This is an optimization exercise on Yosys and OpenROAD, whose aim is small area, not a production implementation.
The RTL was checked by simulation tests, not by an equivalence proof against the original design.
The flow treats the clock pin as an ideal source, which a real chip does not have.
Power and IR drop assume default switching activity.

## design.v

```verilog
module btn_debounce (
    input  clk,
    input  reset,
    input  i_tick,
    input  i_btn,
    output o_new
);
    reg [3:0] q;
    wire g = ~((~q[3] & ~q[2] & q[1] & q[0]) | (q[3] & q[2] & ~q[1]));
    wire step = i_tick & i_btn;
    always @(posedge clk, posedge reset) begin
        if (reset)
            q <= 4'b0000;
        else
            q <= ({4{step}} & {q[2:0], g}) | ({4{~i_tick}} & q);
    end
    assign o_new = ~q[3] & q[2] & q[1] & q[0];
endmodule
module top_stopwatch(
    input clk,
    input reset,
    input i_btn_run,
    input i_btn_clear,
    input [1:0] i_btn_add,
    input [1:0] i_sw_mode,
    output [3:0] fnd_comm,
    output [7:0] fnd_font,
    output [3:0] led
    );
    wire [6:0] wt_ms, sw_ms;
    wire [5:0] wt_s, wt_m, sw_s, sw_m;
    wire [4:0] wt_h, sw_h;
    wire ms99, wt_c1, st_clr, run_d, add_win;
    wire new_run, new_clear, new_add0, new_add1;
    timebase U_tb (.clk(clk), .reset(reset), .i_mode1(i_sw_mode[1]), .o_ms(wt_ms), .o_ms99(ms99), .o_c1(wt_c1), .o_add_win(add_win));
    btn_debounce U_Btn_RUN  (.clk(clk), .reset(reset), .i_tick(ms99), .i_btn(i_btn_run),    .o_new(new_run));
    btn_debounce U_Btn_CLEAR(.clk(clk), .reset(reset), .i_tick(ms99), .i_btn(i_btn_clear),  .o_new(new_clear));
    btn_debounce U_Btn_ADD0 (.clk(clk), .reset(reset), .i_tick(ms99), .i_btn(i_btn_add[0]), .o_new(new_add0));
    btn_debounce U_Btn_ADD1 (.clk(clk), .reset(reset), .i_tick(ms99), .i_btn(i_btn_add[1]), .o_new(new_add1));
    sw_ctl U_swc (.clk(clk), .reset(reset), .i_cs(~i_sw_mode[1]), .i_run(new_run & wt_c1), .i_clear(new_clear & wt_c1),
                  .o_clr(st_clr), .o_run_d(run_d));
    sw_cnt U_swn (.clk(clk), .reset(reset), .i_clr(st_clr), .i_tick(run_d), .o_ms(sw_ms), .o_s(sw_s), .o_m(sw_m), .o_h(sw_h));
    wt_cnt U_wtn (.clk(clk), .reset(reset), .i_c1(wt_c1), .i_add0(add_win & new_add0), .i_add1(add_win & new_add1),
                  .i_add2(add_win & new_clear), .o_s(wt_s), .o_m(wt_m), .o_h(wt_h));
    display U_disp (.clk(clk), .reset(reset), .i_mode(i_sw_mode), .i_scan(wt_ms[1] & wt_ms[0]),
                    .wt_ms(wt_ms), .wt_s(wt_s), .wt_m(wt_m), .wt_h(wt_h),
                    .sw_ms(sw_ms), .sw_s(sw_s), .sw_m(sw_m), .sw_h(sw_h),
                    .fnd_comm(fnd_comm), .fnd_font(fnd_font), .led(led));
endmodule
module timebase (
    input clk, input reset, input i_mode1,
    output reg [6:0] o_ms, output o_ms99, output reg o_c1, output reg o_add_win
);
    assign o_ms99 = o_ms[6] & o_ms[5] & o_ms[1] & o_ms[0];             
    wire   wrap   = o_ms[6] & o_ms[5] & (o_ms[2] | (o_ms[1] & o_ms[0]));  
    always @(posedge clk, posedge reset) begin
        if (reset) begin
            o_ms <= 7'd100;
            o_c1 <= 1'b0;
            o_add_win <= 1'b0;
        end else begin
            o_c1 <= o_ms99;                  
            o_add_win <= o_c1 & i_mode1;     
            o_ms <= wrap ? 7'd0 : o_ms + 7'd1;
        end
    end
endmodule
module sw_ctl (
    input clk, input reset, input i_cs, input i_run, input i_clear,
    output reg o_clr, output reg o_run_d
);
    reg st_run;
    always @(posedge clk, posedge reset) begin
        if (reset) begin
            st_run <= 1'b0;
            o_clr <= 1'b0;
            o_run_d <= 1'b0;
        end else begin
            o_run_d <= st_run;
            if (i_cs) begin
                st_run <= st_run ? !i_run : (!o_clr & i_run);
                o_clr <= !st_run & !o_clr & !i_run & i_clear;
            end
        end
    end
endmodule
module sw_cnt (
    input clk, input reset, input i_clr, input i_tick,
    output reg [6:0] o_ms, output reg [5:0] o_s, output reg [5:0] o_m, output reg [4:0] o_h
);
    reg c1, c2, c3;
    wire ms_last = o_ms[6] & o_ms[5] & o_ms[1] & o_ms[0];        
    wire s_last  = o_s[5] & o_s[4] & o_s[3] & o_s[1] & o_s[0];   
    wire m_last  = o_m[5] & o_m[4] & o_m[3] & o_m[1] & o_m[0];   
    wire h_last  = o_h[4] & o_h[2] & o_h[1] & o_h[0];            
    always @(posedge clk, posedge reset) begin
        if (reset) begin
            o_ms <= 0; o_s <= 0; o_m <= 0; o_h <= 0;
            c1 <= 0; c2 <= 0; c3 <= 0;
        end else begin
            c1 <= i_tick & ms_last;
            c2 <= c1 & s_last;
            c3 <= c2 & m_last;
            if (i_clr) begin
                o_ms <= 0; o_s <= 0; o_m <= 0; o_h <= 0;
            end else begin
                if (i_tick) o_ms <= ms_last ? 7'd0 : o_ms + 7'd1;
                if (c1) o_s <= s_last ? 6'd0 : o_s + 6'd1;
                if (c2) o_m <= m_last ? 6'd0 : o_m + 6'd1;
                if (c3) o_h <= h_last ? 5'd0 : o_h + 5'd1;
            end
        end
    end
endmodule
module wt_cnt (
    input clk, input reset, input i_c1, input i_add0, input i_add1, input i_add2,
    output reg [5:0] o_s, output reg [5:0] o_m, output reg [4:0] o_h
);
    reg c2, c3;
    wire s_inc = i_c1 | i_add0;
    wire m_inc = c2 | i_add1;
    wire h_inc = c3 | i_add2;
    wire s_last = o_s[5] & o_s[4] & o_s[3] & o_s[1] & o_s[0];
    wire m_last = o_m[5] & o_m[4] & o_m[3] & o_m[1] & o_m[0];
    wire h_last = ~o_h[4] & ~o_h[2] & o_h[1] & o_h[0];           
    always @(posedge clk, posedge reset) begin
        if (reset) begin
            o_s <= 0; o_m <= 0; o_h <= 5'd12;
            c2 <= 0; c3 <= 0;
        end else begin
            c2 <= s_inc & s_last;
            c3 <= m_inc & m_last;
            if (s_inc) o_s <= s_last ? 6'd0 : o_s + 6'd1;
            if (m_inc) o_m <= m_last ? 6'd0 : o_m + 6'd1;
            if (h_inc) o_h <= h_last ? 5'd12 : o_h + 5'd1;
        end
    end
endmodule
module display (
    input clk, input reset, input [1:0] i_mode, input i_scan,
    input [6:0] wt_ms, input [5:0] wt_s, input [5:0] wt_m, input [4:0] wt_h,
    input [6:0] sw_ms, input [5:0] sw_s, input [5:0] sw_m, input [4:0] sw_h,
    output [3:0] fnd_comm, output [7:0] fnd_font, output [3:0] led
);
    reg [2:0] sel;
    always @(posedge clk, posedge reset) begin
        if (reset)
            sel <= 3'd0;
        else if (i_scan)
            sel <= sel + 3'd1;
    end
    assign fnd_comm = ~(4'b0001 << sel[1:0]);
    wire [6:0] ms = i_mode[1] ? wt_ms : sw_ms;
    reg  [6:0] val;
    always @(*) begin
        case ({i_mode, sel[1]})
            3'b000: val = sw_ms;
            3'b001: val = {1'b0, sw_s};
            3'b010: val = {1'b0, sw_m};
            3'b011: val = {2'b00, sw_h};
            3'b100: val = wt_ms;
            3'b101: val = {1'b0, wt_s};
            3'b110: val = {1'b0, wt_m};
            default: val = {2'b00, wt_h};
        endcase
    end
    wire [3:0] digit = sel[0] ? val / 7'd10 : val % 7'd10;
    reg [7:0] seg;
    always @(*) begin
        case (digit)
            4'd0: seg = 8'hC0;
            4'd1: seg = 8'hF9;
            4'd2: seg = 8'hA4;
            4'd3: seg = 8'hB0;
            4'd4: seg = 8'h99;
            4'd5: seg = 8'h92;
            4'd6: seg = 8'h82;
            4'd7: seg = 8'hF8;
            4'd8: seg = 8'h80;
            default: seg = 8'h90;
        endcase
    end
    wire ms_lt50 = ~ms[6] & ~(ms[5] & ms[4] & (ms[3] | ms[2] | ms[1]));
    wire dot = (sel[1:0] == 2'b10) & ms_lt50;
    assign fnd_font = sel[2] ? {~dot, 7'h7F} : seg;
    assign led = 4'b0001 << i_mode;
endmodule
```

## flow/run.sh

```bash
#!/bin/bash
# Own layout flow: the standard flow (standard.sh) with
#  - the standard synthesis script, but ABC run with area-oriented scripts
#    (flow/abc_*.abc) instead of ORFS's speed script: each is tried in its own
#    folder and the one giving the smallest cell area is kept; the registers
#    are the standard synthesis's, ABC maps only the logic between them;
#  - port buffers of the smallest buffer (buf_1) instead of the default;
#  - clock tree options from flow/cts_args.txt (no dummy loads).
# Each tool's output goes to a log file in the work folder.
set -euo pipefail
W=$(pwd)
F=$W/flow

make_variant() {   # $1 = abc script, $2 = work home, $3 = output script name
  { sed "s#@ABC_SCRIPT@#$1#" "$F/abc_override.tcl"; cat "$W/synth_recipe.tcl"; } > "$W/$3.tcl"
  local extra="SYNTH_SCRIPT=$W/$3.tcl"
  extra="$extra 'BUFFER_PORTS_ARGS=-buffer_cell sky130_fd_sc_hd__buf_1'"
  extra="$extra 'CTS_ARGS=$(cat "$F/cts_args.txt")'"
  sed -e "s#SYNTH_SCRIPT=[^ ]*#$extra#" -e "s#WORK_HOME=[^ ]*#WORK_HOME=$2#" "$W/standard.sh" > "$W/$3.sh"
}

# try each ABC script
best=""; best_area=""
pids=()
for s in "$F"/abc_*.abc; do
  k=$(basename "$s" .abc)
  make_variant "$s" "$W/try_$k" "synth_$k"
  (bash "$W/synth_$k.sh" synth > "$W/log_synth_$k.txt" 2>&1 || true) &
  pids+=($!)
done
wait "${pids[@]}" || true
for s in "$F"/abc_*.abc; do
  k=$(basename "$s" .abc)
  st="$W/try_$k/reports/$FLOW_PLATFORM/top_stopwatch/base/synth_stat.txt"
  [[ -f $st ]] || continue
  a=$(grep "Chip area for module" "$st" | tail -1 | awk '{print $NF}')
  echo "$k $a" >> "$W/log_synth_areas.txt"
  if [[ -z $best_area ]] || awk -v a="$a" -v b="$best_area" 'BEGIN{exit !(a < b)}'; then
    best=$s; best_area=$a
  fi
done
echo "best: $best $best_area" >> "$W/log_synth_areas.txt"
[[ -n $best ]]

make_variant "$best" "$W/orfs" "own_standard"
# the kept synthesis is run again in the real work home: copy the chosen try
k=$(basename "$best" .abc)
cp -a "$W/try_$k/." "$W/orfs/"
rm -rf "$W"/try_abc_*
bash "$W/own_standard.sh" finish > "$W/log_layout.txt" 2>&1
```

## flow/abc_1.abc

```
strash
&get -n
&deepsyn -T 30
&put
strash
dch -f
map -a
topo
strash
&get -n
&dch -f
&nf -R 1000
&put
```

## flow/abc_2.abc

```
strash
ifraig
scorr
dc2
strash
&get -n
&deepsyn -T 30
&put
&get -n
&dch -f
&nf -R 1000
&put
```

## flow/abc_3.abc

```
strash
ifraig
scorr
dc2
strash
&get -n
&deepsyn -T 20
&put
dch -f
map -a
topo
```

## flow/abc_4.abc

```
strash
ifraig
scorr
dc2
dretime
strash
&get -n
&dch -f
&nf -R 1000
&put
strash
&get -n
&dch -f
&nf -R 1000
&put
```

## flow/abc_override.tcl

```tcl
# Run ABC with an area-oriented script in place of the one ORFS chose.
proc abc {args} {
  set i [lsearch -exact $args -script]
  if {$i >= 0} {
    set args [lreplace $args [expr {$i + 1}] [expr {$i + 1}] {@ABC_SCRIPT@}]
  }
  yosys abc {*}$args
}
```

## flow/cts_args.txt

```
-sink_clustering_enable -repair_clock_nets -dont_use_dummy_load -buf_list sky130_fd_sc_hd__clkbuf_8
```

## standard.sh

```bash
#!/bin/bash
# synth_recipe.tcl (not shown) runs the flow's synth.tcl, then flattens the netlist and writes it again
# the make line also repeats each setting of config.mk as NAME=value (left out here)
make -C /OpenROAD-flow-scripts/flow DESIGN_CONFIG=/design/flow/config.mk WORK_HOME=/design/flow/orfs CLKGATE_MAP_FILE= SYNTH_SCRIPT=/design/flow/synth_recipe.tcl "${@:-finish}"
```

## config.mk

```make
export PLATFORM = sky130hd
export DESIGN_NAME = top_stopwatch
export DESIGN_NICKNAME = top_stopwatch
export VERILOG_FILES = /design/flow/design.v
export SDC_FILE = /design/flow/constraint.sdc
export NUM_CORES = 4
export LEC_CHECK = 0
export CAP_MARGIN = 20
export CORE_MARGIN = 2
export CORE_UTILIZATION = 60
export SLEW_MARGIN = 20
```

## constraint.sdc

```tcl
create_clock -name core_clock -period 12.0 [get_ports {clk}]
set_input_delay 2.4000 -clock core_clock [delete_from_list [all_inputs] [get_ports {clk}]]
set_output_delay 2.4000 -clock core_clock [all_outputs]
set_load 0.01 [all_outputs]
```

==> summary.txt, run 1 <==
Met1 usage = 36.2%
Setup Skew = 23.8 ps
Port bufs = 23
Fillcell total = 506
ANT cells = 0
Pwr Total = 0.456 mW
Htree depth = 3
IO Count = 24
Die height = 85.5 um
Synthesized-area fraction occupied by adder cells = 5.66%
DPL Wire Length = 6270 um
P_leak = 2.00 nW
Core Box Area = 0.00639 sq mm
# rows = 29
PD cells = 106 mW/mm^2
Yosys warns = 6
Fin nets = 466
Pin count of the biggest net entering global routing = 78
Die Width = 85.5 um
Synth Area in Simple Gates = 19.6%
CTS Buffer Depth = 2
CP most frequent cell = a21oi_1
Share of layout cells above drive strength 1 = 3.65%
Largest cells by area after synthesis = dfrtp_1 (45%), ha_1 (5.7%), nor2_1 (4.7%), a21oi_1 (4.1%), dfstp_2 (3.3%)
CP Buf/Inv Count = 4
Worst hold path class = flop to flop
Initial drt markers = 272
Period utilization = 77.2%
Reg-to-Reg Start = U_tb.o_ms[5]
VDD IR-drop max = 0.0774 mV
GR Overflow Total = 0
Reg clk slew, reported paths = 60 ps
Hold_sp = U_swc.st_run
WL/cell = 17.2 um
Yosys reg bits = 77
CP max FO = 9
Storage cell area = 0.00193 sq mm
Vias in the first global route = 3,045
CP top delay family = compound AO/OA/AOI/OAI gates
Post-CTS setup buffers = 0
Setup violators final = 0
Post-synthesis mux area share = 2.64%
Die Area = 0.00731 sq mm
Detail Route Antenna Nets = 0
Placer Congestion = 0.929
CTS resizes = 0
Initial antenna violation count = 0
Cts hold-fix bufs = 0
Share of flip-flops with an asynchronous set or reset = 100%
R2R Setup Slk = 9950 ps
Final TNS setup = 0 ps
Area Overhead vs Synth = 7.89%
Initial Util = 62.4%
WS Path Type = input pin to primary output
Netlist cell types = 44
Max_cap viols = 0
Worst path cell trace = buf_1, or2_0, clkinv_1, a22o_1, a21oi_1, o22ai_1, a21oi_1, nand2_1, a21oi_1, a21oi_1, a21o_1, nand2_1, ha_1, o21ai_0, a31oi_1, or2_0, nor2_1, a31oi_1, clkinv_1, ha_1, o31ai_1, buf_1
Routed Wire Length = 8850 um
Post-synth top area share = 45.2%
Top Usage Layer GRT = met2
Worst path arrival time = 6860 ps
Vias per cell = 6.26
Critical path capture point type = primary output
Post-Syn Area = 0.00398 sq mm
Max Clock Freq = 108 MHz
GR Util met3 = 4.47%
DRC violations left = 0
Req. time, crit path = 9600 ps
Root Driver = clkbuf_8
Post-synthesis compound-gate area fraction = 19.1%
CTS tree = done
Startpoint Class = input pin
Status = timing/DRC/antenna clean
Hold Violations, Final = 0
Sequential fraction of the synthesis area = 48.5%
Max-slew violations = 0
Multi-input gate area = 0.00198 sq mm
Rel. slew slack = 36.4%
CTS Buf Count = 9
Post-synth top flop = dfrtp_1
Post-Synth XOR/XNOR Area = 2.64%
Post-synth EDFFs = 0
Setup crit start = i_sw_mode[1]
Grt met2 use = 41.5%
RSZ-0062 raised after global routing = no
Slew @ Worst Pin = 954 ps
Clock tree sinks = 77
All-Layer GR Usage = 26.2%
Worst skew pair latency = 360 ps
Crit path time final = 9260 ps
Critical-path top delay cell = or2_0
Via Count = 3,222
Syn Inst Count = 405
Slowest Stage Delay on Critical Path = 440 ps
Drt first pass iters = 5
Largest family of logic cells by synthesized area = simple AND/OR/NAND/NOR gates
First-pass GRT wire length = 14,900 um
Syn Nets = 431
Area leader, netlist = dfrtp_1
Mean Syn Cell Area = 9.83 sq um
[through the flow]
stage | cells | setup WS, ps | utilization, % | hold slack, ps | area (sq um)
2_1_floorplan | 405 | 3660 | - | 369 | 3980
3_3_place_gp | 506 | 3110 | 65.3 | 381 | 4170
3_5_place_dp | 506 | 2840 | 65.3 | 382 | 4170
4_1_cts | 515 | 2840 | 67.3 | 397 | 4300
5_1_grt | 515 | 2230 | 67.3 | 407 | 4300
6_report | 515 | 2740 | 67.3 | 397 | 4300
[worst paths after layout]
check	to	cells past startpoint
max	fnd_font[3]	22
min reg2reg	U_swc.o_run_d	0
min in group asynchronous	U_swn.c2	3
min	U_swc.o_run_d	0
max reg2reg	U_Btn_ADD1.q[0]	4
max in group asynchronous	U_tb.o_ms[3]	3
[where the power goes]
group / switching, mW / leakage, nW / internal, mW
Sequential: 0 / 1.04 / 0.259
Combinational: 0.0309 / 0.892 / 0.0147
Clock: 0.0840 / 0.0647 / 0.0670
[sequential cells by signal, summed over array words and instances, names as in the netlist, 5 cells and up]
| signal | count |
|---|---|
| U_swn.o_h | 5 |
| U_tb.o_ms | 7 |
| U_swn.o_ms | 7 |
| U_swn.o_m | 6 |
| U_swn.o_s | 6 |
| U_wtn.o_m | 6 |
| U_wtn.o_h | 5 |
| U_wtn.o_s | 6 |
[final cells by class]
type                       instances  share of cell area [%]
clock buffer                       9                    2.88
timing repair buffer              24                    2.18
sequential                        77                    45.0
multi-input combinational        309                    46.0
inverter                          19                    1.66
tap                               77                    2.24
[kinds of logic (layout without fill, tap and decap cells)]
group | Yosys count | after routing
AOI/OAI and AO/OA | 110 | 110
xor gates and xnor gates | 12 | 12
adders and majority gates | 18 | 18
buffers and inverters | 19 | 52
DFF | 77 | 77
muxes | 10 | 10
and+or+nand+nor | 159 | 159
[metal layers]
metal,wire (um),vias to the layer above
met5,0,-
met4,167,0
met3,462,17
met2,4020,95
met1,4200,1546
li1,-,1564
[cells in the mapped netlist (9+ instances only)]
master and instances:
a21oi_1 33, a22o_1 14, and3_1 17, clkinv_1 19, dfrtp_1 72, ha_1 18, nand2_1 28, nor2_1 50
nor3_1 17, o21ai_0 9, o22ai_1 9
[placed cells by master (no fill, tap or decap), types with 3 or more instances in the layout]
cell,count
dfrtp_1,72
nor2_1,50
a21oi_1,33
nand2_1,28
buf_1,23
clkinv_1,18
ha_1,18
and3_1,17
nor3_1,17
a22o_1,14
o21ai_0,9
o22ai_1,9
clkbuf_8,9
and2_0,8
xor2_1,8
nand3_1,7
a31oi_1,7
or2_0,6
or3_1,6
mux2i_1,6
dfstp_2,5
a32o_1,5
nor2b_1,5
a31o_1,4
a41oi_1,4
nand2b_1,4
xnor2_1,4
mux2_1,4
a21o_1,4
nand3b_1,4
a211oi_1,3
nand4_1,3
o21a_1,3
==> run 2: changes to the inputs <==
--- a/flow/run.sh
+++ b/flow/run.sh
@@ -5,7 +5,8 @@
 #    folder and the one giving the smallest cell area is kept; the registers
 #    are the standard synthesis's, ABC maps only the logic between them;
 #  - port buffers of the smallest buffer (buf_1) instead of the default;
-#  - clock tree options from flow/cts_args.txt (no dummy loads).
+#  - clock tree options from flow/cts_args.txt (no dummy loads), and its
+#    buffers then downsized while clock pin slews stay low (flow/post_cts.tcl).
 # Each tool's output goes to a log file in the work folder.
 set -euo pipefail
 W=$(pwd)
@@ -15,7 +16,7 @@
   { sed "s#@ABC_SCRIPT@#$1#" "$F/abc_override.tcl"; cat "$W/synth_recipe.tcl"; } > "$W/$3.tcl"
   local extra="SYNTH_SCRIPT=$W/$3.tcl"
   extra="$extra 'BUFFER_PORTS_ARGS=-buffer_cell sky130_fd_sc_hd__buf_1'"
-  extra="$extra 'CTS_ARGS=$(cat "$F/cts_args.txt")'"
+  extra="$extra 'CTS_ARGS=$(cat "$F/cts_args.txt")' POST_CTS_TCL=$F/post_cts.tcl"
   sed -e "s#SYNTH_SCRIPT=[^ ]*#$extra#" -e "s#WORK_HOME=[^ ]*#WORK_HOME=$2#" "$W/standard.sh" > "$W/$3.sh"
 }
 
==> flow/abc_3.abc (replaced) <==
strash
&get -n
&deepsyn -T 30 -S 4
&put
strash
dch -f
map -a
topo
strash
&get -n
&dch -f
&nf -R 1000
&put
==> flow/abc_4.abc (replaced) <==
strash
&get -n
&deepsyn -T 30 -S 1
&put
strash
dch -f
map -a
topo
strash
&get -n
&dch -f
&nf -R 1000
&put
==> flow/post_cts.tcl (new file) <==
proc clk_pin_worst_slew {} {
  set worst 0
  foreach pin [get_pins -hierarchical */CLK] {
    foreach p {slew_max_rise slew_max_fall} {
      set s [get_property $pin $p]
      if {$s > $worst} { set worst $s }
    }
  }
  return $worst
}

proc downsize_clock_buffers {target} {
  set sizes {sky130_fd_sc_hd__clkbuf_1 sky130_fd_sc_hd__clkbuf_2 sky130_fd_sc_hd__clkbuf_4
             sky130_fd_sc_hd__clkbuf_8 sky130_fd_sc_hd__clkbuf_16}
  estimate_parasitics -placement
  foreach inst [[ord::get_db_block] getInsts] {
    set name [$inst getName]
    if {![string match "clkbuf_*" $name]} continue
    set i [lsearch -exact $sizes [[$inst getMaster] getName]]
    if {$i <= 0} continue
    for {set j [expr {$i - 1}]} {$j >= 0} {incr j -1} {
      set cur [[$inst getMaster] getName]
      replace_cell [get_cells $name] [lindex $sizes $j]
      estimate_parasitics -placement
      if {[clk_pin_worst_slew] > $target} {
        replace_cell [get_cells $name] $cur
        estimate_parasitics -placement
        break
      }
    }
  }
  puts "clock buffers downsized; worst clock pin slew [clk_pin_worst_slew] ns"
}

downsize_clock_buffers 0.1
==> summary.txt, run 2 <==
FF-to-FF End = U_Btn_ADD1.q[0]
Initial Util = 62.1% (-0.25 points)
Pin count of the biggest net entering global routing = 78 (unchanged)
Pwr Total = 0.427 mW (-6.5%)
Placer Congestion = 0.915 (-1.5%)
Hold Violations, Final = 0 (unchanged)
Share of layout cells above drive strength 1 = 3.50% (-0.16 points)
Reg-to-Reg Start = U_tb.o_ms[5]
DPL Wire Length = 6150 um (-1.9%)
Post-Syn Area = 0.00397 sq mm (-0.41%)
Final TNS setup = 0 ps (unchanged)
Syn Inst Count = 396 (-2.2%)
Slew @ Worst Pin = 945 ps (-9.07 ps)
WL/cell = 16.7 um (-2.8%)
Most frequent cells after synthesis = dfrtp_1 (72), nor2_1 (43), a21oi_1 (33)
CP Buf/Inv Count = 7 (+3)
Yosys warns = 6 (unchanged)
Vias per cell = 6.27 (+0.29%)
CTS tree = done
PD cells = 100 mW/mm^2 (-5.6%)
Post-synth top flop = dfrtp_1
Core Box Area = 0.00639 sq mm (unchanged)
Via Count = 3,175 (-1.5%)
Slowest Stage Delay on Critical Path = 390 ps (-50 ps)
Initial antenna violation count = 0 (unchanged)
Critical path depth = 27 (+23%)
Post-synth EDFFs = 0 (unchanged)
VDD IR-drop max = 0.0851 mV (+9.9%)
Setup Skew = 30.9 ps (+7.15 ps)
Most frequent cells in the layout = dfrtp_1 (72), nor2_1 (43), a21oi_1 (33)
Max Clock Freq = 107 MHz (-1.4%)
CP max FO = 10 (+1)
Rel. slew slack = 37.0% (+0.60 points)
Die Width = 85.3 um (-0.19%)
Setup violators final = 0 (unchanged)
Top flop regs = U_swn.o_ms (7), U_tb.o_ms (7)
Clock tree sinks = 77 (unchanged)
CP top delay family = compound AO/OA/AOI/OAI gates
ANT cells = 0 (unchanged)
Mean Syn Cell Area = 10.0 sq um (+1.9%)
IO Count = 24 (unchanged)
Detail Route Antenna Nets = 0 (unchanged)
Netlist cell types = 44 (unchanged)
GR Overflow Total = 0 (unchanged)
Share of flip-flops with an asynchronous set or reset = 100% (unchanged)
Die height = 85.3 um (-0.19%)
Critical-path top delay cell = a222oi_1
Post-synth top area share = 45.4% (+0.19 points)
Max-slew violations = 0 (unchanged)
Worst hold path class = flop to flop
Setup crit start = i_sw_mode[1]
Worst R2R Path Depth = 4 (unchanged)
R2R Setup Slk = 9980 ps (+30 ps)
Commonest non-fill, non-tap cell in the layout = dfrtp_1
Yosys reg bits = 77 (unchanged)
Critical path capture point type = primary output
Crit path to = fnd_font[4]
Req. time, crit path = 9600 ps (about the same)
Port bufs = 23 (unchanged)
DRC violations left = 0 (unchanged)
Sequential fraction of the synthesis area = 48.7% (+0.20 points)
WS Path Type = input pin to primary output
CP most frequent cell = clkinv_1
Worst skew pair latency = 780 ps (+420 ps)
Area Overhead vs Synth = 7.35%
Routed Wire Length = 8450 um (-4.5%)
Most frequent cell after synthesis = dfrtp_1
Reg clk slew, reported paths = 80 ps (+20 ps)
Syn Nets = 422 (-2.1%)
All-Layer GR Usage = 25.0% (-1.2 points)
Vias in the first global route = 2,851 (-6.4%)
Fillcell total = 511 (+0.99%)
Startpoint Class = input pin
Die Area = 0.00728 sq mm (-0.39%)
Largest cells by area after synthesis = dfrtp_1 (45%), ha_1 (5.7%), a21oi_1 (4.2%), nor2_1 (4.1%), a22o_1 (3.3%)
Period utilization = 78.2% (+1.1 points)
P_leak = 1.99 nW (-0.31%)
RSZ-0062 raised after global routing = no
Status = timing/DRC/antenna clean
First-pass GRT wire length = 14,300 um (-4.4%)
Worst path arrival time = 6990 ps (+130 ps)
Max_cap viols = 0 (unchanged)
Initial drt markers = 235 (-14%)
Crit path time final = 9390 ps (+127 ps)
# rows = 29 (unchanged)
Drt first pass iters = 5 (unchanged)
Area leader, netlist = dfrtp_1
Fin nets = 457 (-1.9%)
-- run 2: changes by cell type after synthesis, sizes merged, moves of 4 or more --
cell,previous run,this run
nand2,28,23
a22oi,0,5
nor3,17,11
o21ai,9,13
nor2,50,43
clkinv,19,24
o22ai,9,5
o21bai,0,4
-- run 2: layout make-up --
class | instances | area [sq um] | area share, %
multi-input combinational | 295 | 1940 | 45.6
sequential | 77 | 1930 | 45.4
clock buffer | 9 | 101 | 2.38
tap | 77 | 96.3 | 2.26
timing repair buffer | 24 | 93.8 | 2.20
inverter | 24 | 90.1 | 2.12
-- run 2: worst register-to-register path, cell delays in order (launching register included) --
cell and delay, ps:
dfstp_2 620, nand4_1 590, clkinv_1 300, and2_0 260, a32o_1 190
-- run 2: routing by layer --
| layer | GRT usage [%] | vias up | share of wire [%] | wire, um |
|---|---|---|---|---|
| met5 | 0 | - | 0 | 0 |
| met4 | 5.77 | 0 | 0.49 | 41 |
| met3 | 4.96 | 6 | 5.3 | 449 |
| met1 | 37.3 | 1514 | 49 | 4110 |
| met2 | 38.1 | 95 | 46 | 3850 |
| li1 | - | 1560 | - | - |
-- run 2: power by group --
| group | leakage, nW | internal, mW | switching (mW) | total, mW |
|---|---|---|---|---|
| Sequential | 1.04 | 0.259 | 0 | 0.259 |
| Clock | 0.0535 | 0.0528 | 0.0798 | 0.133 |
| Combinational | 0.897 | 0.0104 | 0.0241 | 0.0345 |
-- run 2: cells by family after synthesis --
| kind of cell | Yosys count | share of synthesized area [%] |
|---|---|---|
| AOI/OAI and AO/OA | 117 | 20.5 |
| xor gates and xnor gates | 10 | 2.21 |
| adders and majority gates | 18 | 5.68 |
| buffers and inverters | 24 | 2.27 |
| DFF | 77 | 48.7 |
| muxes | 11 | 2.90 |
| and+or+nand+nor | 139 | 17.7 |
-- run 2: through the flow --
stage	hold slack [ps]	cells	setup slack (ps)	util, %	instance area, sq um
final	398	506	2610	66.7	4260
after floorplan	371	396	3640	-	3970
after global placement	385	497	2950	65.1	4160
after global routing	420	506	1910	66.7	4260
after detailed placement	383	497	2690	65.1	4160
-- run 2: worst min path at each step --
| stage | start | to | depth (start not counted) |
|---|---|---|---|
| 3_3_place_gp | U_swc.st_run | U_swc.o_run_d | 0 |
| 5_1_grt | U_swc.st_run | U_swc.o_run_d | 0 |
| 3_5_place_dp | U_swc.st_run | U_swc.o_run_d | 0 |
| 2_1_floorplan | U_swc.st_run | U_swc.o_run_d | 0 |
| 6_report | U_swc.st_run | U_swc.o_run_d | 0 |
==> run 3: changes to the inputs <==
--- a/design.v
+++ b/design.v
@@ -150,10 +150,12 @@
             sel <= sel + 3'd1;
     end
     assign fnd_comm = ~(4'b0001 << sel[1:0]);
-    wire [6:0] ms = i_mode[1] ? wt_ms : sw_ms;
+    wire k_mode0 = i_mode[0] & ~sel[2];
+    wire k_sel1  = sel[1] & ~sel[2];
+    wire k_sel0  = sel[0] | sel[2];
     reg  [6:0] val;
     always @(*) begin
-        case ({i_mode, sel[1]})
+        case ({i_mode[1], k_mode0, k_sel1})
             3'b000: val = sw_ms;
             3'b001: val = {1'b0, sw_s};
             3'b010: val = {1'b0, sw_m};
@@ -164,7 +166,7 @@
             default: val = {2'b00, wt_h};
         endcase
     end
-    wire [3:0] digit = sel[0] ? val / 7'd10 : val % 7'd10;
+    wire [3:0] digit = k_sel0 ? val / 7'd10 : val % 7'd10;
     reg [7:0] seg;
     always @(*) begin
         case (digit)
@@ -180,8 +182,7 @@
             default: seg = 8'h90;
         endcase
     end
-    wire ms_lt50 = ~ms[6] & ~(ms[5] & ms[4] & (ms[3] | ms[2] | ms[1]));
-    wire dot = (sel[1:0] == 2'b10) & ms_lt50;
+    wire dot = (sel[1:0] == 2'b10) & ~digit[3] & ~(digit[2] & (digit[1] | digit[0]));
     assign fnd_font = sel[2] ? {~dot, 7'h7F} : seg;
     assign led = 4'b0001 << i_mode;
 endmodule
==> summary.txt, run 3 <==
Status = timing/DRC/antenna clean
Clock tree sinks = 77 (unchanged)
Mean Syn Cell Area = 9.89 sq um (-1.2%)
Worst R2R Path Depth = 7 (+3)
Final TNS setup = 0 ps (unchanged)
Yosys warns = 6 (unchanged)
Setup crit start = i_sw_mode[1]
Max_cap viols = 0 (unchanged)
DPL Wire Length = 5950 um (-3.2%)
Startpoint Class = input pin
Most frequent cells in the layout = dfrtp_1 (72), nor2_1 (38), nand2_1 (30)
WS Path Type = input pin to primary output
Syn Nets = 427 (+1.2%)
Critical-path top delay cell = nor3_1
CP max FO = 9 (-1)
Reg clk slew, reported paths = 90 ps (about the same)
P_leak = 2.00 nW (+0.14%)
Pin count of the biggest net entering global routing = 78 (unchanged)
R2R Setup Slk = 10,240 ps (+260 ps)
Vias per cell = 6.28 (about the same)
Area leader, netlist = dfrtp_1
Via Count = 3,213 (+1.2%)
CTS tree = done
VDD IR-drop max = 0.0783 mV (-7.9%)
Post-synth EDFFs = 0 (unchanged)
Top flop regs = U_swn.o_ms (7), U_tb.o_ms (7)
Initial antenna violation count = 0 (unchanged)
IO Count = 24 (unchanged)
Core Util, Final = 66.8% (+0.18 points)
Max Clock Freq = 103 MHz (-3.4%)
Crit path time final = 9720 ps (+335 ps)
All-Layer GR Usage = 24.2% (-0.80 points)
Rel. slew slack = 36.4% (-0.61 points)
Worst skew pair latency = 830 ps (+50 ps)
Fin nets = 463 (+1.3%)
Share of layout cells above drive strength 1 = 3.68% (+0.18 points)
Routed Wire Length = 8260 um (-2.3%)
Hold Violations, Final = 0 (unchanged)
Post-synth top flop = dfrtp_1
Die Area = 0.00728 sq mm (unchanged)
Port bufs = 23 (unchanged)
Most frequent cell after synthesis = dfrtp_1
Post-Syn Area = 0.00397 sq mm (unchanged)
Syn Inst Count = 401 (+1.3%)
Share of flip-flops with an asynchronous set or reset = 100% (unchanged)
Slew @ Worst Pin = 954 ps (+9.08 ps)
Slowest Stage Delay on Critical Path = 610 ps (+220 ps)
Commonest non-fill, non-tap cell in the layout = dfrtp_1
Req. time, crit path = 9600 ps (about the same)
Initial Util = 62.1% (unchanged)
Die height = 85.3 um (unchanged)
Vias in the first global route = 2,946 (+3.3%)
Netlist cell types = 43 (-2.3%)
Sequential fraction of the synthesis area = 48.7% (unchanged)
Max-slew violations = 0 (unchanged)
Setup violators final = 0 (unchanged)
Crit path to = fnd_font[4]
Critical path capture point type = primary output
Drt first pass iters = 7 (+2)
WL/cell = 16.1 um (-3.4%)
Detail Route Antenna Nets = 0 (unchanged)
DRC violations left = 0 (unchanged)
Yosys reg bits = 77 (unchanged)
Reg-to-Reg Start = U_Btn_ADD0.q[1]
FF-to-FF End = U_wtn.o_s[4]
GR Overflow Total = 0 (unchanged)
Area Overhead vs Synth = 7.63%
PD cells = 97.3 mW/mm^2 (-2.9%)
Fillcell total = 531 (+3.9%)
Die Width = 85.3 um (unchanged)
Placer Congestion = 0.876 (-4.2%)
# rows = 29 (unchanged)
Post-synth top area share = 45.4% (unchanged)
Largest cells by area after synthesis = dfrtp_1 (45%), ha_1 (5.7%), nor2_1 (3.6%), a21oi_1 (3.5%), a22o_1 (3.3%)
Worst hold path class = flop to flop
Initial drt markers = 309 (+31%)
RSZ-0062 raised after global routing = no
Setup Skew = 47.1 ps (+16.2 ps)
First-pass GRT wire length = 13,900 um (-2.5%)
Core Box Area = 0.00639 sq mm (unchanged)
Period utilization = 81.0% (+2.8 points)
Worst path arrival time = 7320 ps (+330 ps)
Most frequent cells after synthesis = dfrtp_1 (72), nor2_1 (38), nand2_1 (30)
Pwr Total = 0.415 mW (-2.6%)
ANT cells = 0 (unchanged)
## run 3: changes by cell type in the layout (fill, tap and decap cells not counted), sizes merged, moves of 3 or more
cell,before,now
a21oi,33,28
nand2,23,30
nor2,43,38
nor3,11,19
o21ai,13,16
## run 3: per-stage QoR
step	hold WS [ps]	setup slack [ps]	cells	cell area [sq um]
6_report	439	2280	512	4270
3_5_place_dp	405	2420	503	4160
5_1_grt	464	1730	512	4270
3_3_place_gp	412	2760	503	4160
2_1_floorplan	385	3550	401	3970
## run 3: worst min-delay path by stage
stage | start | endpoint | slack [ps] | depth (start not counted)
2_1_floorplan | U_swc.st_run | U_swc.o_run_d | 380 | 0
3_5_place_dp | U_swc.st_run | U_swc.o_run_d | 410 | 0
6_report | U_swc.st_run | U_swc.o_run_d | 440 | 0
5_1_grt | U_swc.st_run | U_swc.o_run_d | 460 | 0
3_3_place_gp | U_swc.st_run | U_swc.o_run_d | 410 | 0
## run 3: critical path, delay by kind of cell
kind,cells,cell delay [ps]
buf+inv,4,680
compound gates,9,1540
simple gates,10,2250
fa+ha+maj,2,450
## run 3: final cells by class
| cell class | instances | area (sq um) | area share (%) |
|---|---|---|---|
| repair buffers | 25 | 101 | 2.37 |
| clock buffers | 9 | 105 | 2.46 |
| inverters | 24 | 90.1 | 2.11 |
| multi-input cells | 300 | 1940 | 45.5 |
| well taps | 77 | 96.3 | 2.26 |
| flip-flops and latches | 77 | 1930 | 45.3 |
## run 3: metal layers
layer  wire (um)  GRT usage, %
met1        3930          34.2
met2        3590          36.2
met3         527          5.16
met4         208          10.7
met5           0             0
## run 3: power breakdown
| part | switching, mW | total (mW) | internal (mW) |
|---|---|---|---|
| clock | 0.0804 | 0.135 | 0.0549 |
| sequential | 0 | 0.259 | 0.259 |
| combinational | 0.0149 | 0.0206 | 0.00571 |
| total | 0.0953 | 0.415 | 0.320 |
## run 3: cell families (layout without fill, tap and decap cells)
family,Yosys count,count (layout),share of synthesized area (%)
AND/OR/NAND/NOR,154,154,19.8
XOR/XNOR,10,10,2.21
flip-flops,77,77,48.7
adder cells (fa/ha/maj),18,18,5.68
AO/OA/AOI/OAI,109,109,19.0
multiplexers,9,9,2.37
buffers and inverters,24,58,2.27
==> run 4: changes to the inputs <==
--- a/flow/run.sh
+++ b/flow/run.sh
@@ -22,14 +22,15 @@
 
 # try each ABC script
 best=""; best_area=""
-pids=()
+# at most NUM_CORES tries at a time
+jobs_max=${NUM_CORES:-4}
 for s in "$F"/abc_*.abc; do
   k=$(basename "$s" .abc)
   make_variant "$s" "$W/try_$k" "synth_$k"
+  while (( $(jobs -rp | wc -l) >= jobs_max )); do sleep 1; done
   (bash "$W/synth_$k.sh" synth > "$W/log_synth_$k.txt" 2>&1 || true) &
-  pids+=($!)
 done
-wait "${pids[@]}" || true
+wait || true
 for s in "$F"/abc_*.abc; do
   k=$(basename "$s" .abc)
   st="$W/try_$k/reports/$FLOW_PLATFORM/top_stopwatch/base/synth_stat.txt"
==> flow/abc_5.abc (new file) <==
strash
&get -n
&deepsyn -T 30 -S 1
&put
strash
&get -n
&dch -f
&nf -R 1000 -p -a -A 4
&put
==> flow/abc_6.abc (new file) <==
strash
&get -n
&deepsyn -T 30 -S 4
&put
strash
dch -f
map -a
topo
strash
&get -n
&dch -f
&nf -R 1000 -p -C 32 -F 8
&put
==> flow/abc_7.abc (new file) <==
strash
&get -n
&deepsyn -T 30 -S 4
&put
strash
&get -n
&dch -f
&nf -R 1000 -p -a -A 4
&put
==> flow/abc_8.abc (new file) <==
strash
ifraig
scorr
dc2
strash
&get -n
&deepsyn -T 30 -S 2
&put
strash
dch -f
map -a
topo
strash
&get -n
&dch -f
&nf -R 1000 -p
&put
--- a/flow/post_cts.tcl
+++ b/flow/post_cts.tcl
@@ -32,4 +32,4 @@
   puts "clock buffers downsized; worst clock pin slew [clk_pin_worst_slew] ns"
 }
 
-downsize_clock_buffers 0.1
+downsize_clock_buffers 0.115
--- a/config.mk
+++ b/config.mk
@@ -7,5 +7,5 @@
 export LEC_CHECK = 0
 export CAP_MARGIN = 20
 export CORE_MARGIN = 2
-export CORE_UTILIZATION = 60
+export CORE_UTILIZATION = 85
 export SLEW_MARGIN = 20
==> summary.txt, run 4 <==
Status = did not finish
Halt Stage = 3_1_place_gp_skip_io
Tool error = [ERROR GPL-0301] Utilization 100.801 % exceeds 100%.
Post-synth top area share = 45.4% (unchanged)
Mean Syn Cell Area = 9.89 sq um (unchanged)
Most frequent cell after synthesis = dfrtp_1
Netlist cell types = 43 (unchanged)
Sequential fraction of the synthesis area = 48.7% (unchanged)
Most frequent cells after synthesis = dfrtp_1 (72), nor2_1 (38), nand2_1 (30)
Share of flip-flops with an asynchronous set or reset = 100% (unchanged)
Largest cells by area after synthesis = dfrtp_1 (45%), ha_1 (5.7%), nor2_1 (3.6%), a21oi_1 (3.5%), a22o_1 (3.3%)
Post-synth top flop = dfrtp_1
Post-Syn Area = 0.00397 sq mm (unchanged)
Syn Nets = 427 (unchanged)
Syn Inst Count = 401 (unchanged)
Die height = 72.3 um (-15%)
Yosys warns = 6 (unchanged)
Post-synth EDFFs = 0 (unchanged)
Initial Util = 89.9% (+28 points)
Area leader, netlist = dfrtp_1
Yosys reg bits = 77 (unchanged)
# rows = 24 (-17%)
Die Width = 72.3 um (-15%)
-- run 4: cell counts after synthesis --
No cell type changed its count.
-- run 4: kinds of logic after synthesis --
logic type,after synthesis,synth area share (%)
DFF,77,48.7
and+or+nand+nor,154,19.8
buffers and inverters,24,2.27
AOI/OAI and AO/OA,109,19.0
adders and majority gates,18,5.68
muxes,9,2.37
xor gates and xnor gates,10,2.21
==> run 5: changes to the inputs <==
--- a/config.mk
+++ b/config.mk
@@ -7,5 +7,5 @@
 export LEC_CHECK = 0
 export CAP_MARGIN = 20
 export CORE_MARGIN = 2
-export CORE_UTILIZATION = 85
+export CORE_UTILIZATION = 75
 export SLEW_MARGIN = 20
==> summary.txt, run 5 <==
Hold Violations, Final = 0
Routed Wire Length = 8590 um
IO Count = 24
Vias in the first global route = 3,064
Syn Nets = 423 (-0.94%)
Core Box Area = 0.00511 sq mm
Pin count of the biggest net entering global routing = 78
Die height = 76.6 um (+6.0%)
Share of flip-flops with an asynchronous set or reset = 100% (unchanged)
Final TNS setup = 0 ps
Critical path capture point type = primary output
Post-synth top area share = 45.5% (+0.10 points)
Core Util, Final = 82.7%
WS Path Type = input pin to primary output
DRC violations left = 0
Post-Syn Area = 0.00396 sq mm (-0.22%)
ANT cells = 0
Placer Congestion = 0.885
WL/cell = 17.2 um
Detail Route Antenna Nets = 0
VDD IR-drop max = 0.0971 mV
Area leader, netlist = dfrtp_1
Top flop regs = U_swn.o_ms (7), U_tb.o_ms (7)
Share of layout cells above drive strength 1 = 3.49%
PD cells = 94.7 mW/mm^2
Fillcell total = 324
Commonest non-fill, non-tap cell in the layout = dfrtp_1
Yosys reg bits = 77 (unchanged)
Max Clock Freq = 105 MHz
Rel. slew slack = 35.3%
Post-synth top flop = dfrtp_1
Worst hold path class = flop to flop
Final instance area = 0.00422 sq mm
CP max FO = 9
Final worst slack = 2460 ps
Mean Syn Cell Area = 9.97 sq um (+0.78%)
Worst skew pair latency = 760 ps
Initial antenna violation count = 0
Most frequent cell after synthesis = dfrtp_1
Setup Skew = 31.9 ps
Pwr Total = 0.400 mW
Setup violators final = 0
Most frequent cells after synthesis = dfrtp_1 (72), nor2_1 (38), nand2_1 (33)
Status = timing/DRC/antenna clean
Most frequent cells in the layout = dfrtp_1 (72), nor2_1 (38), nand2_1 (33)
Post-synth EDFFs = 0 (unchanged)
Largest cells by area after synthesis = dfrtp_1 (46%), ha_1 (5.7%), a21oi_1 (3.7%), nor2_1 (3.6%), a22o_1 (3.5%)
Max_cap viols = 0
Initial drt markers = 329
Port bufs = 23
Die Width = 76.6 um (+6.0%)
Netlist cell types = 43 (unchanged)
Sequential fraction of the synthesis area = 48.8% (+0.11 points)
Max-slew violations = 0
Fin nets = 458
GR Overflow Total = 0
Clock tree sinks = 77
Via Count = 3,275
P_leak = 1.98 nW
Req. time, crit path = 9600 ps
Initial Util = 77.5% (-12 points)
Slew @ Worst Pin = 967 ps
DP Area = 0.00414 sq mm
Yosys warns = 6 (unchanged)
Drt first pass iters = 5
First-pass GRT wire length = 14,800 um
Vias per cell = 6.55
CTS tree = done
DPL Wire Length = 6200 um
Area Overhead vs Synth = 6.67%
Syn Inst Count = 397 (-1.0%)
Reg clk slew, reported paths = 100 ps
All-Layer GR Usage = 32.0%
# rows = 26 (+8.3%)
Pre-CTS WS = 2620 ps
Startpoint Class = input pin
Die Area = 0.00587 sq mm
RSZ-0062 raised after global routing = no
Worst path arrival time = 7140 ps
Period utilization = 79.5%
Crit path time final = 9540 ps
-- run 5: cells by family after synthesis --
| group | synth area share [%] |
|---|---|
| fa+ha+maj | 5.69 |
| flops | 48.8 |
| mux | 2.37 |
| buf+inv | 1.99 |
| simple gates | 18.8 |
| xor+xnor | 2.88 |
| compound gates | 19.4 |
-- run 5: critical path, cell delays in order --
cell and delay, ps:
buf_1 270, nand2_1 250, nor3_1 590, nor3b_1 270, a222oi_1 270, o31ai_1 120
a21oi_1 160, and2_0 180, clkinv_1 100, a21o_1 190, a21boi_0 300, o21bai_1 190
ha_1 210, nand2_1 60, nand2_1 120, nand2_1 90, nand2_1 90, a21oi_1 60
nor2_1 210, clkinv_1 140, ha_1 250, o21ai_0 160, a21oi_1 60, a21oi_1 120
or2_0 110, buf_1 150
-- run 5: final cells by class --
cell class,instances,area [sq um],share of cell area [%]
flip-flops and latches,77,1930,45.8
inverters,21,78.8,1.87
multi-input cells,299,1950,46.1
clock buffers,9,82.6,1.96
well taps,70,87.6,2.07
repair buffers,24,93.8,2.22
-- run 5: report_power, final --
part | total [mW] | leakage (nW) | switching (mW) | internal, mW
Clock | 0.119 | 0.0458 | 0.0767 | 0.0422
Combinational | 0.0215 | 0.902 | 0.0156 | 0.00591
Sequential | 0.259 | 1.03 | 0 | 0.259
Total | 0.400 | 1.98 | 0.0923 | 0.307
-- run 5: layer usage --
metal	up-vias	wire, um	track usage (%)
li1	1552	-	-
met1	1583	3870	45.1
met2	121	4080	50.9
met3	19	437	5.09
met4	0	200	11.6
met5	-	0	0
-- run 5: per-stage QoR --
step	hold slack, ps	std cells
after global placement	461	491
after detailed placement	466	491
final	482	500
after global routing	516	500
after floorplan	384	397
-- run 5: final timing paths --
check | start | end | slack [ps] | depth (start not counted)
worst max-delay path | i_sw_mode[1] | fnd_font[4] | 2460 | 26
worst min-delay path | U_swc.st_run | U_swc.o_run_d | 480 | 0
worst max register to register | U_tb.o_ms[5] | U_Btn_ADD0.q[0] | 9650 | 4
worst min register to register | U_swc.st_run | U_swc.o_run_d | 480 | 0
max in group asynchronous | reset | U_Btn_ADD0.q[2] | 9470 | 3
min in group asynchronous | reset | U_Btn_ADD1.q[1] | 1900 | 3
==> run 6: changes to the inputs <==
--- a/config.mk
+++ b/config.mk
@@ -7,5 +7,5 @@
 export LEC_CHECK = 0
 export CAP_MARGIN = 20
 export CORE_MARGIN = 2
-export CORE_UTILIZATION = 75
+export CORE_UTILIZATION = 70
 export SLEW_MARGIN = 20
==> summary.txt, run 6 <==
CP max FO = 9 (unchanged)
Post-synth top flop = dfrtp_1
Internal power = 0.311 mW (+1.3%)
Combinational power share = 5.5% (about the same)
First-pass GRT wire length = 13,800 um (-6.9%)
Initial Util = 72.3% (-5.2 points)
Storage cell area = 0.00193 sq mm (unchanged)
Setup crit start = i_sw_mode[1]
VDD IR-drop max = 0.0816 mV (-16%)
Routed Wire Length = 8390 um (-2.4%)
Fillcell total = 392 (+21%)
Die Width = 79.2 um (+3.3%)
CTS tree = done
PD cells = 95.9 mW/mm^2 (+1.2%)
Via Count = 3,216 (-1.8%)
Startpoint Class = input pin
Power share of the sequential group = 63.9% (-1.0 points)
Post-route insts no fill = 505 (+1.0%)
DRC violations left = 0 (unchanged)
Pin count of the biggest net entering global routing = 78 (unchanged)
Post-synth EDFFs = 0 (unchanged)
Multi-input gate area = 0.00195 sq mm (+0.26%)
ANT cells = 0 (unchanged)
Worst skew pair latency = 790 ps (+30 ps)
Clock tree sinks = 77 (unchanged)
Most frequent cells in the layout = dfrtp_1 (72), nor2_1 (44), a21oi_1 (35)
Netlist cell types = 43 (unchanged)
Largest cells by area after synthesis = dfrtp_1 (46%), ha_1 (5.7%), a21oi_1 (4.4%), nor2_1 (4.2%), a22o_1 (3.5%)
All-Layer GR Usage = 28.8% (-3.2 points)
DP Cell Count = 496 (+1.0%)
WL/cell = 16.6 um (-3.3%)
Slew @ Worst Pin = 938 ps (-28.9 ps)
Die Area = 0.00627 sq mm (+6.8%)
Post-synth top area share = 45.5% (about the same)
Placer Congestion = 0.853 (-3.6%)
Reg clk slew, reported paths = 80 ps (-20 ps)
Crit path time final = 9840 ps (+299 ps)
IO Count = 24 (unchanged)
Top Metal Used = met4
Hold worst-path end = U_swc.o_run_d
Port bufs = 23 (unchanged)
Die height = 79.2 um (+3.3%)
Vias in the first global route = 2,866 (-6.5%)
R2R Setup Slk = 9860 ps (+210 ps)
Final instance area = 0.00423 sq mm (+0.24%)
Post-Syn Area = 0.00396 sq mm (about the same)
Setup Skew = 45.0 ps (+13.1 ps)
Top flop regs = U_swn.o_ms (7), U_tb.o_ms (7)
WHS Path Cells = 0 (unchanged)
Critical path depth = 25 (-3.8%)
Worst R2R Path Depth = 3 (-1)
Core Box Area = 0.00547 sq mm (+7.2%)
Hold Violations, Final = 0 (unchanged)
Length of routed wiring on met1 = 3890 um (+0.31%)
Switching fraction of total power = 23.3% (+0.17 points)
DPL Wire Length = 5990 um (-3.3%)
Critical path capture point type = primary output
Routed met3 length = 472 um (+8.0%)
Most frequent cell after synthesis = dfrtp_1
Final worst slack = 2160 ps (-299 ps)
Hold_sp = U_swc.st_run
Clock power share = 30.6% (+0.9 points)
Period utilization = 82.0% (+2.5 points)
Max_cap viols = 0 (unchanged)
GR Overflow Total = 0 (unchanged)
P_leak = 1.97 nW (-0.42%)
Detail Route Antenna Nets = 0 (unchanged)
Vias per cell = 6.37 (-2.8%)
Slowest Stage Delay on Critical Path = 570 ps (-20 ps)
Worst path arrival time = 7440 ps (+300 ps)
Final TNS setup = 0 ps (unchanged)
FF-to-FF End = U_Btn_ADD1.q[0]
# rows = 27 (+3.8%)
Mean Syn Cell Area = 9.90 sq um (-0.72%)
Drt first pass iters = 7 (+2)
Yosys reg bits = 77 (unchanged)
Status = timing/DRC/antenna clean
Sequential fraction of the synthesis area = 48.8% (about the same)
Req. time, crit path = 9600 ps (about the same)
Yosys warns = 6 (unchanged)
Area Overhead vs Synth = 6.89%
Net switching power = 0.0944 mW (+2.2%)
Commonest non-fill, non-tap cell in the layout = dfrtp_1
Setup violators final = 0 (unchanged)
Syn Inst Count = 400 (+0.76%)
RSZ-0062 raised after global routing = no
WS Path Type = input pin to primary output
CP Buf/Inv Count = 3 (-1)
DP Area = 0.00414 sq mm (about the same)
Share of layout cells above drive strength 1 = 3.46% (-0.024 points)
Pwr Total = 0.406 mW (+1.5%)
Initial drt markers = 383 (+16%)
Max Clock Freq = 102 MHz (-3.0%)
Core Util, Final = 77.3% (-5.3 points)
Share of flip-flops with an asynchronous set or reset = 100% (unchanged)
Fin nets = 461 (+0.66%)
Rel. slew slack = 37.5% (+2.1 points)
Syn Nets = 426 (+0.71%)
Worst hold path class = flop to flop
Reg-to-Reg Start = U_tb.o_ms[5]
CP top delay family = compound AO/OA/AOI/OAI gates
Critical-path top delay cell = nor3_1
Hold WS = 431 ps (-50.9 ps)
Pre-CTS WS = 2290 ps (-323 ps)
Initial antenna violation count = 0 (unchanged)
Most frequent cells after synthesis = dfrtp_1 (72), nor2_1 (44), a21oi_1 (35)
Max-slew violations = 0 (unchanged)
Metal2 WL = 3910 um (-4.1%)
Area leader, netlist = dfrtp_1
## run 6: cell count changes after synthesis, sizes merged, moves of 4 or more
| cell | previous run | this run |
|---|---|---|
| a32o | 1 | 6 |
| o21a | 0 | 4 |
| nand2 | 33 | 27 |
| xor2 | 10 | 6 |
| and3 | 13 | 17 |
| or3 | 0 | 4 |
| and2 | 4 | 8 |
| nor2 | 38 | 44 |
| nand4 | 6 | 1 |
| a21oi | 29 | 35 |
## run 6: final cells by class
class | instances | area share, %
clock buffers | 9 | 2.10
inverters | 20 | 1.77
multi-input cells | 303 | 46.1
flip-flops and latches | 77 | 45.7
well taps | 72 | 2.13
repair buffers | 24 | 2.22
## run 6: logic make-up (layout without fill, tap and decap cells)
| group | after synthesis | count (layout) | synth area share [%] |
|---|---|---|---|
| adder cells (fa/ha/maj) | 18 | 18 | 5.69 |
| flip-flops | 77 | 77 | 48.8 |
| buffers and inverters | 20 | 53 | 1.90 |
| AND/OR/NAND/NOR | 154 | 154 | 19.6 |
| multiplexers | 7 | 7 | 1.86 |
| AO/OA/AOI/OAI | 113 | 113 | 19.7 |
| XOR/XNOR | 11 | 11 | 2.43 |
## run 6: routing by layer
metal / vias up / GRT usage [%]
met2: 107 / 45.3
met3: 13 / 5.11
met4: 0 / 8.79
met1: 1545 / 41.2
met5: - / 0
li1: 1551 / -
## run 6: worst register-to-register path, delay by kind of cell (launching register included)
kind / cells / cell delay, ps
AOI/OAI and AO/OA: 1 / 220
DFF: 1 / 600
and+or+nand+nor: 2 / 1250
## run 6: power by group through the flow
stage	Combinational [mW]	Clock [mW]	Sequential (mW)
finish	0.0221	0.124	0.259
global route	0.0250	0.134	0.259
floorplan	0.0158	0	0.264
detailed placement	0.0218	0	0.264
global placement	0.0212	0	0.264
## run 6: worst max path at each step
stage	to
2_1_floorplan	fnd_font[1]
3_3_place_gp	fnd_font[4]
3_5_place_dp	fnd_font[1]
5_1_grt	fnd_font[4]
6_report	fnd_font[4]
==> run 7: changes to the inputs <==
==> flow/abc_10.abc (new file) <==
strash
&get -n
&deepsyn -T 30 -S 6
&put
strash
&get -n
&dch -f
&nf -R 1000 -p -a -A 4
&put
==> flow/abc_11.abc (new file) <==
strash
&get -n
&deepsyn -T 30 -S 7
&put
strash
&get -n
&dch -f
&nf -R 1000 -p -a -A 4
&put
==> flow/abc_12.abc (new file) <==
strash
ifraig
scorr
dc2
strash
&get -n
&deepsyn -T 60 -S 3
&put
strash
dch -f
map -a
topo
strash
&get -n
&dch -f
&nf -R 1000 -p -C 32 -F 8
&put
==> flow/abc_9.abc (new file) <==
strash
&get -n
&deepsyn -T 30 -S 5
&put
strash
&get -n
&dch -f
&nf -R 1000 -p -a -A 4
&put
--- a/config.mk
+++ b/config.mk
@@ -7,5 +7,5 @@
 export LEC_CHECK = 0
 export CAP_MARGIN = 20
 export CORE_MARGIN = 2
-export CORE_UTILIZATION = 70
+export CORE_UTILIZATION = 75
 export SLEW_MARGIN = 20
==> summary.txt, run 7 <==
Post-synthesis compound-gate area fraction = 18.6% (-1.0 points)
CP max FO = 9 (unchanged)
Max-slew violations = 0 (unchanged)
Largest family of logic cells by synthesized area = simple AND/OR/NAND/NOR gates
Post-synth top flop = dfrtp_1
Yosys warns = 6 (unchanged)
Storage cell area = 0.00193 sq mm (unchanged)
First-pass GRT wire length = 14,700 um (+6.8%)
Critical-path top delay cell = nor3_1
Commonest non-fill, non-tap cell in the layout = dfrtp_1
DP Area = 0.00414 sq mm (about the same)
Worst path arrival time = 7930 ps (+490 ps)
Area Overhead vs Synth = 6.67%
Final worst slack = 1670 ps (-489 ps)
Mean Syn Cell Area = 9.84 sq um (-0.53%)
Post-synth top area share = 45.5% (about the same)
ANT cells = 0 (unchanged)
VDD IR-drop max = 0.0871 mV (+6.8%)
R2R Setup Slk = 9890 ps (+30 ps)
Reg clk slew, reported paths = 80 ps (about the same)
Setup violators final = 0 (unchanged)
Crit path time final = 10,330 ps (+489 ps)
Netlist cell types = 40 (-7.0%)
Post-Syn Area = 0.00396 sq mm (about the same)
Status = timing/DRC/antenna clean
Hold Violations, Final = 0 (unchanged)
Core Box Area = 0.00511 sq mm (-6.7%)
Setup crit start = i_sw_mode[1]
Rel. slew slack = 38.5% (+0.99 points)
Slowest Stage Delay on Critical Path = 590 ps (+20 ps)
Port bufs = 23 (unchanged)
Die height = 76.6 um (-3.2%)
Syn Nets = 428 (+0.47%)
Critical path capture point type = primary output
Synth Area in Simple Gates = 20.0% (+0.42 points)
Worst skew pair latency = 790 ps (about the same)
Vias in the first global route = 3,119 (+8.8%)
P_leak = 1.97 nW (+0.35%)
Slew @ Worst Pin = 923 ps (-14.9 ps)
Grt met2 use = 51.7% (+6.3 points)
Most frequent cells after synthesis = dfrtp_1 (72), nor2_1 (46), a21oi_1 (33)
Post-synth EDFFs = 0 (unchanged)
Pre-CTS WS = 1840 ps (-451 ps)
RSZ-0062 raised after global routing = no
Final instance area = 0.00422 sq mm (-0.24%)
Sequential fraction of the synthesis area = 48.8% (about the same)
Synthesized-area fraction occupied by adder cells = 5.69% (about the same)
WL/cell = 16.9 um (+1.9%)
Startpoint Class = input pin
CP most frequent cell = a21oi_1
Req. time, crit path = 9600 ps (about the same)
Period utilization = 86.0% (+4.1 points)
Drt first pass iters = 6 (-1)
Setup Skew = 40.0 ps (-5.08 ps)
Initial antenna violation count = 0 (unchanged)
GR Util met3 = 5.69% (+0.57 points)
Pin count of the biggest net entering global routing = 78 (unchanged)
Largest cells by area after synthesis = dfrtp_1 (46%), ha_1 (5.7%), nor2_1 (4.4%), a21oi_1 (4.2%), a22o_1 (3.5%)
Die Area = 0.00587 sq mm (-6.4%)
Reg-to-Reg Start = U_tb.o_ms[5]
Most frequent cell after synthesis = dfrtp_1
Share of layout cells above drive strength 1 = 3.45% (-0.016 points)
Final TNS setup = 0 ps (unchanged)
Placer Congestion = 0.960 (+13%)
Via Count = 3,300 (+2.6%)
Top Usage Layer GRT = met2
Yosys reg bits = 77 (unchanged)
Top flop regs = U_swn.o_ms (7), U_tb.o_ms (7)
Syn Inst Count = 402 (+0.50%)
Max_cap viols = 0 (unchanged)
Detail Route Antenna Nets = 0 (unchanged)
Max Clock Freq = 96.8 MHz (-4.7%)
Clock tree sinks = 77 (unchanged)
Worst hold path class = flop to flop
Area leader, netlist = dfrtp_1
GR Overflow Total = 0 (unchanged)
IO Count = 24 (unchanged)
Post-synthesis mux area share = 2.12% (+0.25 points)
DP Cell Count = 496 (unchanged)
Fillcell total = 327 (-17%)
WS Path Type = input pin to primary output
DRC violations left = 0 (unchanged)
Die Width = 76.6 um (-3.2%)
Most frequent cells in the layout = dfrtp_1 (72), nor2_1 (46), a21oi_1 (33)
Hold_sp = U_swc.st_run
Multi-input gate area = 0.00195 sq mm (+0.13%)
All-Layer GR Usage = 31.9% (+3.1 points)
Post-Synth XOR/XNOR Area = 2.88% (+0.44 points)
# rows = 26 (-3.7%)
Vias per cell = 6.53 (+2.6%)
Initial drt markers = 323 (-16%)
Initial Util = 77.5% (+5.2 points)
DPL Wire Length = 6150 um (+2.6%)
CTS tree = done
Post-route insts no fill = 505 (unchanged)
Routed Wire Length = 8540 um (+1.9%)
PD cells = 95.1 mW/mm^2 (-0.80%)
Share of flip-flops with an asynchronous set or reset = 100% (unchanged)
Worst path cell trace = buf_1, nand2b_1, nor3_1, nor3_1, a221oi_1, nand3_1, nor2_1, clkinv_1, o21ai_0, a21oi_1, a21oi_1, o21ai_0, a21oi_1, xnor2_1, ha_1, nor3_1, a21oi_1, xor2_1, a21oi_1, clkinv_1, ha_1, clkinv_1, a21o_1, buf_1
Fin nets = 463 (+0.43%)
Met1 usage = 43.2% (+1.9 points)
==> run 7: metal layers <==
metal / up-vias / wire (um) / share of wire (%)
li1: 1547 / - / -
met1: 1595 / 3690 / 43
met2: 128 / 4100 / 48
met3: 30 / 532 / 6.2
met4: 0 / 223 / 2.6
met5: - / 0 / 0
==> run 7: final timing paths <==
kind	endpoint	cells after the start
max in group asynchronous	U_swn.o_ms[4]	3
min in group asynchronous	U_Btn_ADD0.q[2]	3
max reg2reg	U_Btn_CLEAR.q[0]	3
max	fnd_font[1]	24
min reg2reg	U_swc.o_run_d	0
min	U_swc.o_run_d	0
==> run 7: critical path: cells and delay by family <==
kind / cells / cell delay (ps)
compound gates: 9 / 2130
xor+xnor: 2 / 350
fa+ha+maj: 2 / 570
buf+inv: 5 / 630
simple gates: 6 / 1820
==> run 7: report_power, final <==
part / switching (mW) / internal (mW)
Sequential: 0 / 0.259
Clock: 0.0779 / 0.0422
Combinational: 0.0157 / 0.00627
Total: 0.0936 / 0.308
==> run 7: final cells by class <==
class,instances,share of cell area [%]
Multi-Input combinational cell,306,46.3
Tap cell,70,2.07
Inverter,19,1.69
Timing Repair Buffer,24,2.22
Sequential cell,77,45.8
Clock buffer,9,1.96
==> run 7: metrics by stage <==
step | utilization (%) | total power [mW] | hold slack [ps]
finish | 82.7 | 0.401 | 429
global route | 82.7 | 0.416 | 446
detailed placement | 81.0 | 0.286 | 405
global placement | 81.0 | 0.285 | 404
floorplan | - | 0.280 | 384
==> run 7: cell families (layout without fill, tap and decap cells) <==
kind of cell             Yosys count  in the layout
XOR/XNOR                          13             13
adder cells (fa/ha/maj)           18             18
AO/OA/AOI/OAI                    108            108
multiplexers                       8              8
buffers and inverters             19             52
AND/OR/NAND/NOR                  159            159
flip-flops                        77             77

==> afterwards: timing with drivers on the ports <==
Ports are ideal in the flow. The routed layouts listed here were re-timed in OpenROAD.
Step 1: set_driving_cell puts a clkbuf_16 on clk and a buf_2 on each other input, an assumption about the parent block.
Step 2 adds t to the input delays and takes it off the output delays; t is the mean of the earliest and latest rising clock arrival at the registers after step 1. Input paths then give back, and output paths get back, about the clock's delay inside the block.
Slacks: ideal ports / drivers / drivers and shift; pairs: ideal ports / drivers.
run	t, ns	slack for setup (ns)	worst hold slack (ns)	slew at the worst register clock pin (ns)	worst data-port slew with drivers (ns)
run 1	0.375	2.740 / 2.718 / 2.718	0.397 / 0.397 / 0.397	0.08 / 0.08	0.04
run 2	0.793	2.613 / 2.580 / 2.580	0.398 / 0.398 / 0.398	0.09 / 0.09	0.03
run 3	0.839	2.277 / 2.255 / 2.255	0.439 / 0.439 / 0.439	0.09 / 0.10	0.03
run 5	0.774	2.461 / 2.435 / 2.435	0.482 / 0.482 / 0.482	0.10 / 0.10	0.03
run 6	0.799	2.163 / 2.130 / 2.130	0.431 / 0.431 / 0.431	0.11 / 0.11	0.04
run 7	0.796	1.674 / 1.653 / 1.653	0.429 / 0.429 / 0.429	0.11 / 0.11	0.03
After both steps setup and hold are still met in every run listed.
